This design comes from an exercise in tuning for small area on the open sky130 flow, not from production work.
Function was checked by simulation only, so behaviour that the tests miss may differ from the original.
No driver is modelled on the clock port, so clocking that relies on it looks cheaper here than on a real chip.
No activity file was given, so power comes from the tool's default toggle rates.

== exp/quartz ==
Design main, start of the top module:
module main(
	input CLK,
	input rst,
	input T19,
	output T20,
	output LD0,
	output LD1,
	output LD2,
	output LD3,
	output LD4,
	output LD5,
	output LD6,
	output LD7
);
Size: roughly 5400 sq um of cells after synthesis.
clock: 10.0 ns
lec_check: 0
cap_margin: 20
core_margin: 2
core_utilization: 60
slew_margin: 20
standard.sh (not shown) runs the stock make flow with config.mk's settings and CLKGATE_MAP_FILE= SYNTH_SCRIPT=/design/flow/synth_recipe.tcl, a recipe that flattens the netlist after the stock synthesis.
==> flow/flow/run.sh <==
#!/bin/bash
# Own layout flow: the standard ORFS flow (standard.sh) with
#  - the standard synthesis, whose combinational logic is then re-mapped
#    for area by yosys/abc (flip-flops untouched; the smallest of several
#    abc runs is kept),
#  - 1x buffers on the ports,
#  - a clock tree of clkbuf_8 without dummy loads, whose buffers are then
#    downsized where the flip-flops' clock slew stays low (clk_downsize.tcl).
# Each tool's output goes to a log file in this folder.
set -euo pipefail
HERE=$(pwd)
LIB=$FLOW_HOME/platforms/sky130hd/lib/sky130_fd_sc_hd__tt_025C_1v80.lib
R=$HERE/orfs/results/$FLOW_PLATFORM/main/base
YOSYS=$FLOW_HOME/../tools/install/yosys/bin/yosys
[ -x "$YOSYS" ] || YOSYS=yosys
export BUFFER_PORTS_ARGS="-buffer_cell sky130_fd_sc_hd__buf_1"
export CTS_ARGS="-sink_clustering_enable -repair_clock_nets -dont_use_dummy_load -buf_list sky130_fd_sc_hd__clkbuf_8 -sink_clustering_size 16"

export POST_CTS_TCL=$HERE/flow/clk_downsize.tcl

bash standard.sh synth > synth.log 2>&1
python3 flow/libmodels.py "$LIB" > comb_models.v 2> libmodels.log
cp "$R/1_2_yosys.v" std_1_2_yosys.v
# Several abc runs (deepsyn seeds, two mappers); keep the smallest netlist.
MAPS=("dch,-f;amap;topo" "\&get,-n;\&dch,-f;\&nf,-p,-a,-C,32,-R,1000;\&put;topo")
runs=()
for seed in 0 1 2 3 4 5; do
  for m in 0 1; do
    tag=s${seed}m${m}
    sed -e "s#@LIB@#$LIB#g" -e "s#@IN@#std_1_2_yosys.v#" -e "s#@OUT@#resyn_$tag.v#" \
        -e "s#resyn_stat.txt#resyn_stat_$tag.txt#" \
        -e "s#@SCRIPT@#+strash;\&get,-n;\&deepsyn,-J,50,-S,$seed,-T,300;\&put;${MAPS[$m]}#" \
        flow/resyn.ys > resyn_$tag.ys
    runs+=($tag)
  done
done
for tag in "${runs[@]}"; do
  "$YOSYS" -s resyn_$tag.ys > resyn_$tag.log 2>&1 &
  while [ "$(jobs -rp | wc -l)" -ge "${NUM_CORES:-4}" ]; do sleep 1; done
done
wait
best=""; best_area=""
for tag in "${runs[@]}"; do
  [ -s resyn_$tag.v ] || continue
  a=$(awk '/Chip area/ {print $NF}' resyn_stat_$tag.txt)
  echo "$tag $a" >> resyn_areas.txt
  if [ -z "$best" ] || awk -v a="$a" -v b="$best_area" 'BEGIN {exit !(a < b)}'; then best=$tag; best_area=$a; fi
done
echo "best $best $best_area" >> resyn_areas.txt
cp resyn_$best.v "$R/1_2_yosys.v"
rm -f "$R/1_synth.odb" "$R/1_synth.sdc"
bash standard.sh finish > flow.log 2>&1
==> flow/flow/clk_downsize.tcl <==
# Downsize the clock tree's buffers, one at a time, to the smallest of
# clkbuf_2 / clkbuf_4 / clkbuf_8 that keeps every flip-flop clock pin's
# slew (placement estimate) under my_clk_slew_limit.
proc my_worst_clk_slew {} {
  set worst 0
  foreach pin [get_pins -hierarchical */CLK] {
    set s [get_property $pin slew_max]
    if {$s > $worst} { set worst $s }
  }
  return $worst
}
set my_clk_slew_limit 0.110
estimate_parasitics -placement
foreach inst [get_cells clkbuf_*] {
  set orig [get_property $inst ref_name]
  foreach cand {sky130_fd_sc_hd__clkbuf_2 sky130_fd_sc_hd__clkbuf_4 sky130_fd_sc_hd__clkbuf_8} {
    if {$cand eq $orig} { break }
    replace_cell $inst $cand
    estimate_parasitics -placement
    if {[my_worst_clk_slew] <= $my_clk_slew_limit} { break }
    replace_cell $inst $orig
    estimate_parasitics -placement
  }
  puts "clock buffer [get_property $inst full_name]: $orig -> [get_property $inst ref_name]"
}
puts "worst clock pin slew [my_worst_clk_slew]"
==> flow/flow/resyn.ys <==
# Re-map the combinational logic of the standard synthesis for area
# (run.sh fills in the abc script, tries several and keeps the smallest).
# The flip-flops stay as they are (same instances, names and cell types).
read_verilog comb_models.v
read_liberty -lib -ignore_redef @LIB@
read_verilog @IN@
hierarchy -check -top main
flatten
techmap
opt -fast -full
abc -liberty @LIB@ -dont_use *lpflow* -dont_use *probe* -dont_use *clkbuf* -dont_use *dly* -dont_use *einv* -dont_use *ebuf* -dont_use *conb* -script @SCRIPT@
read_liberty -lib -ignore_redef @LIB@
splitnets
opt_clean -purge
hilomap -singleton -hicell sky130_fd_sc_hd__conb_1 HI -locell sky130_fd_sc_hd__conb_1 LO
insbuf -buf sky130_fd_sc_hd__buf_1 A X
check -assert
tee -o resyn_stat.txt stat -liberty @LIB@
write_verilog -noattr -nohex -nodec @OUT@
Other scripts of this flow, unchanged in this note and not shown: flow/flow/libmodels.py
Having completed the whole flow, exp/quartz delivered a layout that passed the timing, DRC and antenna checks.
What exp/indigo does differently from exp/quartz at the input level:
==> flow/flow/run.sh <==
#!/bin/bash
# Own layout flow: the standard ORFS flow (standard.sh) with
#  - the standard synthesis, whose combinational logic is then re-mapped
#    for area by yosys/abc (flip-flops untouched),
#  - 1x buffers on the ports,
#  - a clock tree of clkbuf_8 without dummy loads, whose buffers are then
#    downsized where the flip-flops' clock slew stays low (clk_downsize.tcl).
# Each tool's output goes to a log file in this folder.
set -euo pipefail
HERE=$(pwd)
LIB=$FLOW_HOME/platforms/sky130hd/lib/sky130_fd_sc_hd__tt_025C_1v80.lib
R=$HERE/orfs/results/$FLOW_PLATFORM/main/base
YOSYS=$FLOW_HOME/../tools/install/yosys/bin/yosys
[ -x "$YOSYS" ] || YOSYS=yosys
export BUFFER_PORTS_ARGS="-buffer_cell sky130_fd_sc_hd__buf_1"
export CTS_ARGS="-sink_clustering_enable -repair_clock_nets -dont_use_dummy_load -buf_list sky130_fd_sc_hd__clkbuf_8 -sink_clustering_size 16"

export POST_CTS_TCL=$HERE/flow/clk_downsize.tcl

bash standard.sh synth > synth.log 2>&1
python3 flow/libmodels.py "$LIB" > comb_models.v 2> libmodels.log
cp "$R/1_2_yosys.v" std_1_2_yosys.v
sed -e "s#@LIB@#$LIB#g" -e "s#@IN@#std_1_2_yosys.v#" -e "s#@OUT@#$R/1_2_yosys.v#" flow/resyn.ys > resyn.ys
"$YOSYS" -s resyn.ys > resyn.log 2>&1
rm -f "$R/1_synth.odb" "$R/1_synth.sdc"
bash standard.sh finish > flow.log 2>&1
diff --git a/flow/flow/clk_downsize.tcl b/flow/flow/clk_downsize.tcl
--- a/flow/flow/clk_downsize.tcl
+++ b/flow/flow/clk_downsize.tcl
@@ -10,5 +10,5 @@
   return $worst
 }
-set my_clk_slew_limit 0.110
+set my_clk_slew_limit 0.105
 estimate_parasitics -placement
 foreach inst [get_cells clkbuf_*] {
==> flow/flow/resyn.ys <==
# Re-map the combinational logic of the standard synthesis for area.
# The flip-flops stay as they are (same instances, names and cell types).
read_verilog comb_models.v
read_liberty -lib -ignore_redef @LIB@
read_verilog @IN@
hierarchy -check -top main
flatten
techmap
opt -fast -full
abc -liberty @LIB@ -dont_use *lpflow* -dont_use *probe* -dont_use *clkbuf* -dont_use *dly* -dont_use *einv* -dont_use *ebuf* -dont_use *conb* -script +strash;&get,-n;&deepsyn,-J,50,-T,300;&put;&get,-n;&dch,-f;&nf,-p,-a,-C,32,-R,1000;&put;topo
read_liberty -lib -ignore_redef @LIB@
splitnets
opt_clean -purge
hilomap -singleton -hicell sky130_fd_sc_hd__conb_1 HI -locell sky130_fd_sc_hd__conb_1 LO
insbuf -buf sky130_fd_sc_hd__buf_1 A X
check -assert
tee -o resyn_stat.txt stat -liberty @LIB@
write_verilog -noattr -nohex -nodec @OUT@
Findings:
- On relative contribution of sequential cells to total power, the lower figure sits with exp/indigo, not exp/quartz.
- Of exp/indigo and exp/quartz, it is exp/indigo that has the higher total chip power.
- Compared with exp/quartz, exp/indigo shows a worst setup slack that is 450 ps lower.
- Side by side, critical path depth turned out higher in exp/indigo than in exp/quartz.
For exp/onyx, these inputs were changed with respect to exp/indigo:
diff --git a/flow/flow/run.sh b/flow/flow/run.sh
--- a/flow/flow/run.sh
+++ b/flow/flow/run.sh
@@ -2,5 +2,6 @@
 # Own layout flow: the standard ORFS flow (standard.sh) with
 #  - the standard synthesis, whose combinational logic is then re-mapped
-#    for area by yosys/abc (flip-flops untouched),
+#    for area by yosys/abc (flip-flops untouched; the smallest of several
+#    abc runs is kept),
 #  - 1x buffers on the ports,
 #  - a clock tree of clkbuf_8 without dummy loads, whose buffers are then
@@ -21,6 +22,31 @@
 python3 flow/libmodels.py "$LIB" > comb_models.v 2> libmodels.log
 cp "$R/1_2_yosys.v" std_1_2_yosys.v
-sed -e "s#@LIB@#$LIB#g" -e "s#@IN@#std_1_2_yosys.v#" -e "s#@OUT@#$R/1_2_yosys.v#" flow/resyn.ys > resyn.ys
-"$YOSYS" -s resyn.ys > resyn.log 2>&1
+# Several abc runs (deepsyn seeds, two mappers); keep the smallest netlist.
+MAPS=("dch,-f;amap;topo" "&get,-n;&dch,-f;&nf,-p,-a,-C,32,-R,1000;&put;topo")
+runs=()
+for seed in 0 1 2 3; do
+  for m in 0 1; do
+    tag=s${seed}m${m}
+    sed -e "s#@LIB@#$LIB#g" -e "s#@IN@#std_1_2_yosys.v#" -e "s#@OUT@#resyn_$tag.v#" \
+        -e "s#resyn_stat.txt#resyn_stat_$tag.txt#" \
+        -e "s#@SCRIPT@#+strash;\&get,-n;\&deepsyn,-J,50,-S,$seed,-T,300;\&put;${MAPS[$m]}#" \
+        flow/resyn.ys > resyn_$tag.ys
+    runs+=($tag)
+  done
+done
+for tag in "${runs[@]}"; do
+  "$YOSYS" -s resyn_$tag.ys > resyn_$tag.log 2>&1 &
+  while [ "$(jobs -rp | wc -l)" -ge "${NUM_CORES:-4}" ]; do sleep 1; done
+done
+wait
+best=""; best_area=""
+for tag in "${runs[@]}"; do
+  [ -s resyn_$tag.v ] || continue
+  a=$(awk '/Chip area/ {print $NF}' resyn_stat_$tag.txt)
+  echo "$tag $a" >> resyn_areas.txt
+  if [ -z "$best" ] || awk -v a="$a" -v b="$best_area" 'BEGIN {exit !(a < b)}'; then best=$tag; best_area=$a; fi
+done
+echo "best $best $best_area" >> resyn_areas.txt
+cp resyn_$best.v "$R/1_2_yosys.v"
 rm -f "$R/1_synth.odb" "$R/1_synth.sdc"
 bash standard.sh finish > flow.log 2>&1
==> flow/flow/resyn.ys <==
# Re-map the combinational logic of the standard synthesis for area
# (run.sh fills in the abc script, tries several and keeps the smallest).
# The flip-flops stay as they are (same instances, names and cell types).
read_verilog comb_models.v
read_liberty -lib -ignore_redef @LIB@
read_verilog @IN@
hierarchy -check -top main
flatten
techmap
opt -fast -full
abc -liberty @LIB@ -dont_use *lpflow* -dont_use *probe* -dont_use *clkbuf* -dont_use *dly* -dont_use *einv* -dont_use *ebuf* -dont_use *conb* -script @SCRIPT@
read_liberty -lib -ignore_redef @LIB@
splitnets
opt_clean -purge
hilomap -singleton -hicell sky130_fd_sc_hd__conb_1 HI -locell sky130_fd_sc_hd__conb_1 LO
insbuf -buf sky130_fd_sc_hd__buf_1 A X
check -assert
tee -o resyn_stat.txt stat -liberty @LIB@
write_verilog -noattr -nohex -nodec @OUT@
==> comparison <==
- | instance count on the critical path | exp/onyx vs exp/indigo | 1 higher |
- The final clock period utilization by the worst path in exp/onyx sits 2.8 points below the value recorded for exp/indigo.
- Looking at pin count of the biggest net entering global routing, exp/onyx sits about 44% below exp/indigo.
- Vias: exp/onyx above exp/indigo
- Diff exp/indigo -> exp/onyx | sequential cell area share | increase of 0.23 points
- exp/onyx against exp/indigo: number of fill cells in the layout went down by 2.1%, clock skew rose 5.6 ps, multi-input gate count now sits lower, area of the die -about 0.35%, total length of routed wires increased by 740 um relative to the old numbers.
For exp/juniper, these inputs were changed with respect to exp/onyx:
==> flow/flow/run.sh <==
#!/bin/bash
# Own layout flow: the standard ORFS flow (standard.sh) with
#  - the standard synthesis, whose combinational logic is then re-mapped
#    for area by yosys/abc (flip-flops untouched),
#  - 1x buffers on the ports,
#  - a clock tree of clkbuf_8 without dummy loads, whose buffers are then
#    downsized where the flip-flops' clock slew stays low (clk_downsize.tcl).
# Each tool's output goes to a log file in this folder.
set -euo pipefail
HERE=$(pwd)
LIB=$FLOW_HOME/platforms/sky130hd/lib/sky130_fd_sc_hd__tt_025C_1v80.lib
R=$HERE/orfs/results/$FLOW_PLATFORM/main/base
YOSYS=$FLOW_HOME/../tools/install/yosys/bin/yosys
[ -x "$YOSYS" ] || YOSYS=yosys
export BUFFER_PORTS_ARGS="-buffer_cell sky130_fd_sc_hd__buf_1"
export CTS_ARGS="-sink_clustering_enable -repair_clock_nets -dont_use_dummy_load -buf_list sky130_fd_sc_hd__clkbuf_8 -sink_clustering_size 16"

export POST_CTS_TCL=$HERE/flow/clk_downsize.tcl

bash standard.sh synth > synth.log 2>&1
python3 flow/libmodels.py "$LIB" > comb_models.v 2> libmodels.log
cp "$R/1_2_yosys.v" std_1_2_yosys.v
sed -e "s#@LIB@#$LIB#g" -e "s#@IN@#std_1_2_yosys.v#" -e "s#@OUT@#$R/1_2_yosys.v#" flow/resyn.ys > resyn.ys
"$YOSYS" -s resyn.ys > resyn.log 2>&1
rm -f "$R/1_synth.odb" "$R/1_synth.sdc"
bash standard.sh finish > flow.log 2>&1
==> flow/flow/resyn.ys <==
# Re-map the combinational logic of the standard synthesis for area.
# The flip-flops stay as they are (same instances, names and cell types).
read_verilog comb_models.v
read_liberty -lib -ignore_redef @LIB@
read_verilog @IN@
hierarchy -check -top main
flatten
techmap
opt -fast -full
abc -liberty @LIB@ -dont_use *lpflow* -dont_use *probe* -dont_use *clkbuf* -dont_use *dly* -dont_use *einv* -dont_use *ebuf* -dont_use *conb* -script +strash;&get,-n;&deepsyn,-J,50,-T,300;&put;dch,-f;amap;topo
read_liberty -lib -ignore_redef @LIB@
splitnets
opt_clean -purge
hilomap -singleton -hicell sky130_fd_sc_hd__conb_1 HI -locell sky130_fd_sc_hd__conb_1 LO
insbuf -buf sky130_fd_sc_hd__buf_1 A X
check -assert
tee -o resyn_stat.txt stat -liberty @LIB@
write_verilog -noattr -nohex -nodec @OUT@
[summary]
exp/onyx → exp/juniper: via count now sits at about the same level, number of buffers outside the clock class in the layout barely changed, maximum frequency roughly the same, area after synthesis held steady.
[inputs] exp/maple vs exp/juniper
diff --git a/flow/flow/clk_downsize.tcl b/flow/flow/clk_downsize.tcl
--- a/flow/flow/clk_downsize.tcl
+++ b/flow/flow/clk_downsize.tcl
@@ -10,5 +10,5 @@
   return $worst
 }
-set my_clk_slew_limit 0.105
+set my_clk_slew_limit 0.110
 estimate_parasitics -placement
 foreach inst [get_cells clkbuf_*] {
Results
Maximum number of pins on one net before global-route repair across exp/juniper and exp/maple: no real change. Re core utilization: exp/juniper and exp/maple aren't equal, and the lower value belongs to exp/maple. From exp/juniper to exp/maple the numbers moved as follows: final worst-path setup slack dropped 32 ps; design area down about 0.37%; static power due to leakage lost about 0.43%; synthesis-to-layout area growth lower; total power after layout shows a reduction of about 1.6%. Of exp/juniper and exp/maple, exp/maple shows the higher final routed wire length divided by cell count, with exp/juniper below it. exp/maple: full flow OK, the timing, DRC and antenna checks passed. Between exp/maple and exp/juniper, the total routed wire length on the met1 layer does not differ in any meaningful way. Detailed-routed wire length on met3 of exp/maple exceeds that of exp/juniper by a few percent. Looking only at post-route minimum period, and setting everything else aside, the lower value of exp/juniper and exp/maple goes to exp/juniper.

==> afterwards: timing with drivers on the ports <==
The flow's constraints put no driver on any port. The routed layouts listed below were extracted and timed again, unchanged, in two steps.
Step 1 (the two cells are an assumption about what drives the block):
set clk [get_ports {CLK}]
set_driving_cell -lib_cell sky130_fd_sc_hd__clkbuf_16 $clk
set_driving_cell -lib_cell sky130_fd_sc_hd__buf_2 [delete_from_list [all_inputs] $clk]
Step 2 also shifts input and output timing later by t, the mid clock arrival at the registers, as if the neighbouring blocks saw the same clock.
a / b / c = ideal / step 1 / step 2; a / b = the first two.
run	t (ns)	setup WS [ns]	clock arrival spread, ns
exp/quartz	0.643	5.341 / 5.313 / 5.955	0.063 / 0.063
exp/indigo	0.669	4.892 / 4.857 / 5.527	0.055 / 0.055
exp/onyx	0.690	5.171 / 5.140 / 5.830	0.063 / 0.063
exp/juniper	0.690	5.171 / 5.140 / 5.830	0.063 / 0.063
exp/maple	0.673	5.139 / 5.108 / 5.782	0.071 / 0.071
After both steps setup and hold are still met in every run listed.
